This is an optimization exercise on Yosys and OpenROAD, whose aim is small area, not a production implementation.
The RTL was checked by simulation tests, not by an equivalence proof against the original design.
Power is estimated from default activity; no workload was simulated.

## design/flow/design.v

```verilog
module simple_480p (
    input  wire logic clk_pix,    
    input  wire logic rst,        
    output      logic [9:0] sx,   
    output      logic [9:0] sy,   
    output      logic hsync,      
    output      logic vsync,      
    output      logic de          
    );
    parameter HA_END = 639;            
    parameter HS_STA = HA_END + 16;    
    parameter HS_END = HS_STA + 96;    
    parameter LINE   = 799;            
    parameter VA_END = 479;            
    parameter VS_STA = VA_END + 10;    
    parameter VS_END = VS_STA + 2;     
    parameter SCREEN = 524;            
    always_comb begin
        hsync = ~(sx >= HS_STA && sx < HS_END);   
        vsync = ~(sy >= VS_STA && sy < VS_END);   
        de = (sx <= HA_END && sy <= VA_END);
    end
    always_ff @(posedge clk_pix) begin
        if (sx == LINE) begin   
            sx <= 0;
            sy <= (sy == SCREEN) ? 0 : sy + 1;   
        end else begin
            sx <= sx + 1;
        end
        if (rst) begin
            sx <= 0;
            sy <= 0;
        end
    end
endmodule
`default_nettype none
`timescale 1ns / 1ps
module top_bounce #(parameter CORDW=10) (   
    input  wire logic clk_pix,          
    input  wire logic rst,              
    input  wire logic [CORDW-1:0] init_q1x,   
    input  wire logic [CORDW-1:0] init_q1y,
    input  wire logic [CORDW-1:0] init_q2x,   
    input  wire logic [CORDW-1:0] init_q2y,
    input  wire logic [CORDW-1:0] init_q3x,   
    input  wire logic [CORDW-1:0] init_q3y,
    input  wire logic [5:0] init_dir,   
    output      logic [CORDW-1:0] sx,   
    output      logic [CORDW-1:0] sy,   
    output      logic de,               
    output      logic [7:0] sdl_r,      
    output      logic [7:0] sdl_g,      
    output      logic [7:0] sdl_b       
    );
    simple_480p display_inst (
        .clk_pix,
        .rst,
        .sx,
        .sy,
        .hsync(),
        .vsync(),
        .de
    );
    localparam H_RES = 640;
    localparam V_RES = 480;
    logic animate;   
    always_comb animate = (sy == V_RES && sx == 0);
    localparam Q1_SIZE = 100;    
    localparam Q2_SIZE = 150;    
    localparam Q3_SIZE = 200;    
    logic [CORDW-1:0] q1x, q1y;  
    logic [CORDW-1:0] q2x, q2y;  
    logic [CORDW-1:0] q3x, q3y;  
    logic q1dx, q1dy;            
    logic q2dx, q2dy;            
    logic q3dx, q3dy;            
    localparam [CORDW-1:0] q1s = 2;   
    localparam [CORDW-1:0] q2s = 1;   
    localparam [CORDW-1:0] q3s = 1;   
    always_ff @(posedge clk_pix) begin
        if (animate) begin
            if (q1x >= H_RES - (Q1_SIZE + q1s)) begin   
                q1dx <= 1;
                q1x <= q1x - q1s;
            end else if (q1x < q1s) begin   
                q1dx <= 0;
                q1x <= q1x + q1s;
            end else q1x <= (q1dx) ? q1x - q1s : q1x + q1s;
            if (q1y >= V_RES - (Q1_SIZE + q1s)) begin   
                q1dy <= 1;
                q1y <= q1y - q1s;
            end else if (q1y < q1s) begin   
                q1dy <= 0;
                q1y <= q1y + q1s;
            end else q1y <= (q1dy) ? q1y - q1s : q1y + q1s;
            if (q2x >= H_RES - (Q2_SIZE + q2s)) begin
                q2dx <= 1;
                q2x <= q2x - q2s;
            end else if (q2x < q2s) begin
                q2dx <= 0;
                q2x <= q2x + q2s;
            end else q2x <= (q2dx) ? q2x - q2s : q2x + q2s;
            if (q2y >= V_RES - (Q2_SIZE + q2s)) begin
                q2dy <= 1;
                q2y <= q2y - q2s;
            end else if (q2y < q2s) begin
                q2dy <= 0;
                q2y <= q2y + q2s;
            end else q2y <= (q2dy) ? q2y - q2s : q2y + q2s;
            if (q3x >= H_RES - (Q3_SIZE + q3s)) begin
                q3dx <= 1;
                q3x <= q3x - q3s;
            end else if (q3x < q3s) begin
                q3dx <= 0;
                q3x <= q3x + q3s;
            end else q3x <= (q3dx) ? q3x - q3s : q3x + q3s;
            if (q3y >= V_RES - (Q3_SIZE + q3s)) begin
                q3dy <= 1;
                q3y <= q3y - q3s;
            end else if (q3y < q3s) begin
                q3dy <= 0;
                q3y <= q3y + q3s;
            end else q3y <= (q3dy) ? q3y - q3s : q3y + q3s;
        end
        if (rst) begin
            q1x <= init_q1x;
            q1y <= init_q1y;
            q2x <= init_q2x;
            q2y <= init_q2y;
            q3x <= init_q3x;
            q3y <= init_q3y;
            {q3dy, q3dx, q2dy, q2dx, q1dy, q1dx} <= init_dir;
        end
    end
    logic q1_draw, q2_draw, q3_draw;
    always_comb begin
        q1_draw = (sx >= q1x) && (sx < q1x + Q1_SIZE)
              && (sy >= q1y) && (sy < q1y + Q1_SIZE);
        q2_draw = (sx >= q2x) && (sx < q2x + Q2_SIZE)
              && (sy >= q2y) && (sy < q2y + Q2_SIZE);
        q3_draw = (sx >= q3x) && (sx < q3x + Q3_SIZE)
              && (sy >= q3y) && (sy < q3y + Q3_SIZE);
    end
    always_ff @(posedge clk_pix) begin
        sdl_r <= (de && q1_draw) ? 8'hFF : 8'h00;
        sdl_g <= (de && q2_draw) ? 8'hFF : 8'h00;
        sdl_b <= (de && q3_draw) ? 8'hFF : 8'h00;
    end
endmodule
```

## design/flow/run.sh

```bash
#!/bin/bash
# synth_recipe.tcl (not shown) runs the flow's synth.tcl, then flattens the netlist and writes it again
# the make line also repeats each setting of config.mk as NAME=value (left out here)
make -C /OpenROAD-flow-scripts/flow DESIGN_CONFIG=/design/flow/config.mk WORK_HOME=/design/flow/orfs CLKGATE_MAP_FILE= SYNTH_SCRIPT=/design/flow/synth_recipe.tcl finish
```

## design/flow/config.mk

```make
export PLATFORM = sky130hd
export DESIGN_NAME = top_bounce
export DESIGN_NICKNAME = top_bounce
export VERILOG_FILES = /design/flow/design.v
export SDC_FILE = /design/flow/constraint.sdc
export NUM_CORES = 4
export LEC_CHECK = 0
export CAP_MARGIN = 20
export CORE_MARGIN = 2
export CORE_UTILIZATION = 40
export SLEW_MARGIN = 20
```

## design/flow/constraint.sdc

```tcl
create_clock -name core_clock -period 10.0 [get_ports {clk_pix}]
set_input_delay 2.0000 -clock core_clock [delete_from_list [all_inputs] [get_ports {clk_pix}]]
set_output_delay 2.0000 -clock core_clock [all_outputs]
set_load 0.01 [all_outputs]
```

==> impl_metrics.yaml <==
finish:
  layoutNonFillerInstCount: 1401
  nFillCells: 2236
  final_common_cell: "ha_1"
  drive_above_1_share_pct: 3.76
  post-route-util_pct: 47.0
  diodes: 0
  layout.nets: 1322
  final_cell_mix: "ha_1 (143), clkdlybuf4s50_1 (111), nand2_1 (103), o21ai_0 (91), xnor2_1 (83)"
  syn_to_final_growth_pct: 15.9
sta:
  setup_viol: 0
  fin_ws_ns: 5.89
  fin_crit_sh_pct: 41.1
  tns_ns: 0
  slew_viol_final: 0
  maxSlewHeadroom_pct: 43.8
  clock_skew_ns: 0.00594
  post-route-min-period_ns: 4.11
  rsz0062_at_grt: "no"
  finalHoldViolCount: 0
  fmax_mhz: 244
  worst_pin_slew_ns: 0.843
min_path:
  holdCritPathClass: "reg2reg"
  hold_path_depth: 1
  worstHoldStart: "display_inst.sx[0]$_SDFF_PP0_"
  hold_end: "display_inst.sx[0]$_SDFF_PP0_"
drt:
  viasPerCell: 5.36
  dr.first_iter.drc_count: 367
  wl_um: 22200
  vias: 7505
  wl_per_cell_um: 15.9
  drt_drc_violations_left: 0
  antenna_left: 0
  first_pass_iters: 5
synthesis:
  synth_edf_count: 66
  synth_nets: 1257
  syn_inst: 1046
  syn_area_per_cell_um2: 8.72
  ys_ff_latch: 89
  synthArstFlopShare_pct: 0
  yosysUniqueCellTypes: 70
  yosysWarnings: 2
  syn-cell-area_mm2: 0.00912
  synth-seq-area-share_pct: 26.8
  ys.flop_type: "edfxtp_1"
global_routing:
  overflow: 0
  grt_pass1_vias: 7304
  antenna_found_initial: 0
  grt_max_degree: 92
  grt_first_pass_wirelength_um: 36400
  grt_usage_pct: 18.6
job:
  maxCapViolCount: 0
pwr:
  peakVddDrop_mv: 0.0731
  leakagePower_nw: 4.41
  power_density_mw_per_mm2: 104
worst_setup_path:
  reg2reg_setup_slack_ns: 6.70
  reg2reg_depth: 6
  cp.arrival_ns: 2.11
  cp_slowest_cell: "dfxtp_1"
  r2r-end: "q2y[8]$_DFFE_PP_"
  crit_path_start_kind: "register"
  cp_num_buf_inv: 1
  worstSetupPathType: "reg2out"
  crit_chain: "nand4_1 > and3b_1 > clkdlybuf4s50_1"
  critPathCaptureType: "primary output"
  worst-path-max-fanout: 13
  required_ns: 8.00
  reg2reg_from: "display_inst.sx[6]$_SDFF_PP0_"
  cpPeakStageDelay_ns: 0.66
  crit_family: "flip-flops"
floorplanning:
  std_cell_rows: 55
  pin_count: 113
  core_mm2: 0.0225
  fp.dieH_um: 155
  start_util_pct: 40.5
  dieArea_mm2: 0.0240
  die_x_um: 155
placed_design:
  place_inst: 1385
  numPortBuffers: 112
  place_ws_ns: 6.00
  place_congestion: 0.823
  place_hpwl_um: 16700
clocking:
  cts_sinks: 89
  cts_htree_levels: 3
  cts_tree: "built"
  root_buffer: "clkbuf_16"
  ctsHoldBuffers: 0
  numCtsBuffers: 9
  post_cts_buffers: 0
  clk_latency_ns: 0.36
  clkTransAtPathRegs_ns: 0.07
  max-clock-path-buffers: 2
  cts_resized: 0
run_status:
  outcome: "finished clean"
[registers in the layout, indices dropped and copies added, names as in the netlist, 10 cells and up]
signal	cells
display_inst.sx	10
display_inst.sy	10
q1x	10
q1y	10
q2x	10
q2y	10
q3x	10
q3y	10
[Yosys cell counts (all sizes together) (17+ instances only)]
cell type | number | area [um2]
a21oi | 50 | 265
buf | 26 | 188
clkbuf | 34 | 138
dfxtp | 23 | 460
edfxtp | 66 | 1980
ha | 143 | 1790
inv | 73 | 274
mux2i | 35 | 350
nand2 | 103 | 387
nand3 | 26 | 130
nand4 | 23 | 144
nor2 | 46 | 173
nor3 | 21 | 105
o21ai | 97 | 485
xnor2 | 83 | 727
xor2 | 17 | 149
[worst reg2reg max path, delay by kind of cell (launching register included)]
family,cells,cell delay (ns)
and+or+nand+nor,5,1.78
buffers and inverters,1,0.60
DFF,1,0.51
[area by class of cell]
class	instances	area [um2]	share of cell area [%]
clock buffer	12	256	2.43
timing repair buffer	114	1130	10.7
multi-input combinational	823	6070	57.5
clock inverter	4	25.0	0.237
inverter	74	278	2.63
sequential	89	2440	23.1
tap	285	357	3.38
[power by group]
part	internal [mW]	total [mW]	switching, mW
logic	0.139	0.286	0.147
registers	0.429	0.472	0.0426
clock network	0.183	0.339	0.157
[how the worst max path moves through the flow]
stage / from / end / slack [ns] / cells past startpoint
after CTS: display_inst.sy[5]$_SDFFE_PP0P_ / de / 5.87 / 3
after floorplan: rst / q1x[1]$_DFFE_PP_ / 5.59 / 3
after global placement: rst / q2y[8]$_DFFE_PP_ / 6.04 / 3
after detailed placement: rst / q2y[8]$_DFFE_PP_ / 6.00 / 3
after global routing: display_inst.sy[5]$_SDFFE_PP0P_ / de / 5.74 / 3
final: display_inst.sy[5]$_SDFFE_PP0P_ / de / 5.89 / 3
[routing by layer]
metal	share of wire (%)	global-route usage [%]	routed length, um
met1	48	24.6	10700
met2	47	31.7	10300
met3	3.8	3.40	844
met4	1.5	4.28	330
met5	0	0	0
[per-stage QoR]
stage | area, um2 | total power, mW | hold slack [ns]
finish | 10600 | 1.10 | 0.511
global route | 10600 | 1.16 | 0.591
CTS | 10600 | 1.11 | 0.522
detailed placement | 10300 | 0.767 | 0.502
global placement | 10300 | 0.762 | 0.499
floorplan | 9120 | 0.681 | 0.488
[cells by family after synthesis]
family,synth area share (%)
compound gates,16.5
buf+inv,6.62
mux,4.71
fa+ha+maj,19.6
simple gates,16.2
xor+xnor,9.61
flops,26.8

## re-timing with driven ports
The results above use ideal ports. As a check the final layout listed here was re-extracted and re-timed, cells and wires unchanged.
Step 1: set_driving_cell puts a clkbuf_16 on clk_pix and a buf_2 on each other input, an assumption about the parent block.
Step 2, shift: input delay + t, output delay - t, t = (earliest + latest rising clock arrival at the registers) / 2. This alone moves slack from input paths to output paths.
Slacks: ideal ports / drivers / drivers and shift; pairs: ideal ports / drivers.
t (ns): 0.399
setup WS [ns]: 5.894 / 5.848 / 6.049
worst hold slack (ns): 0.511 / 0.511 / 0.511
worst setup path after step 2: input to register
After both steps this run still meets setup and hold. For this run, drivers alone change the setup slack by -0.046 ns; drivers and shift together by +0.155 ns.
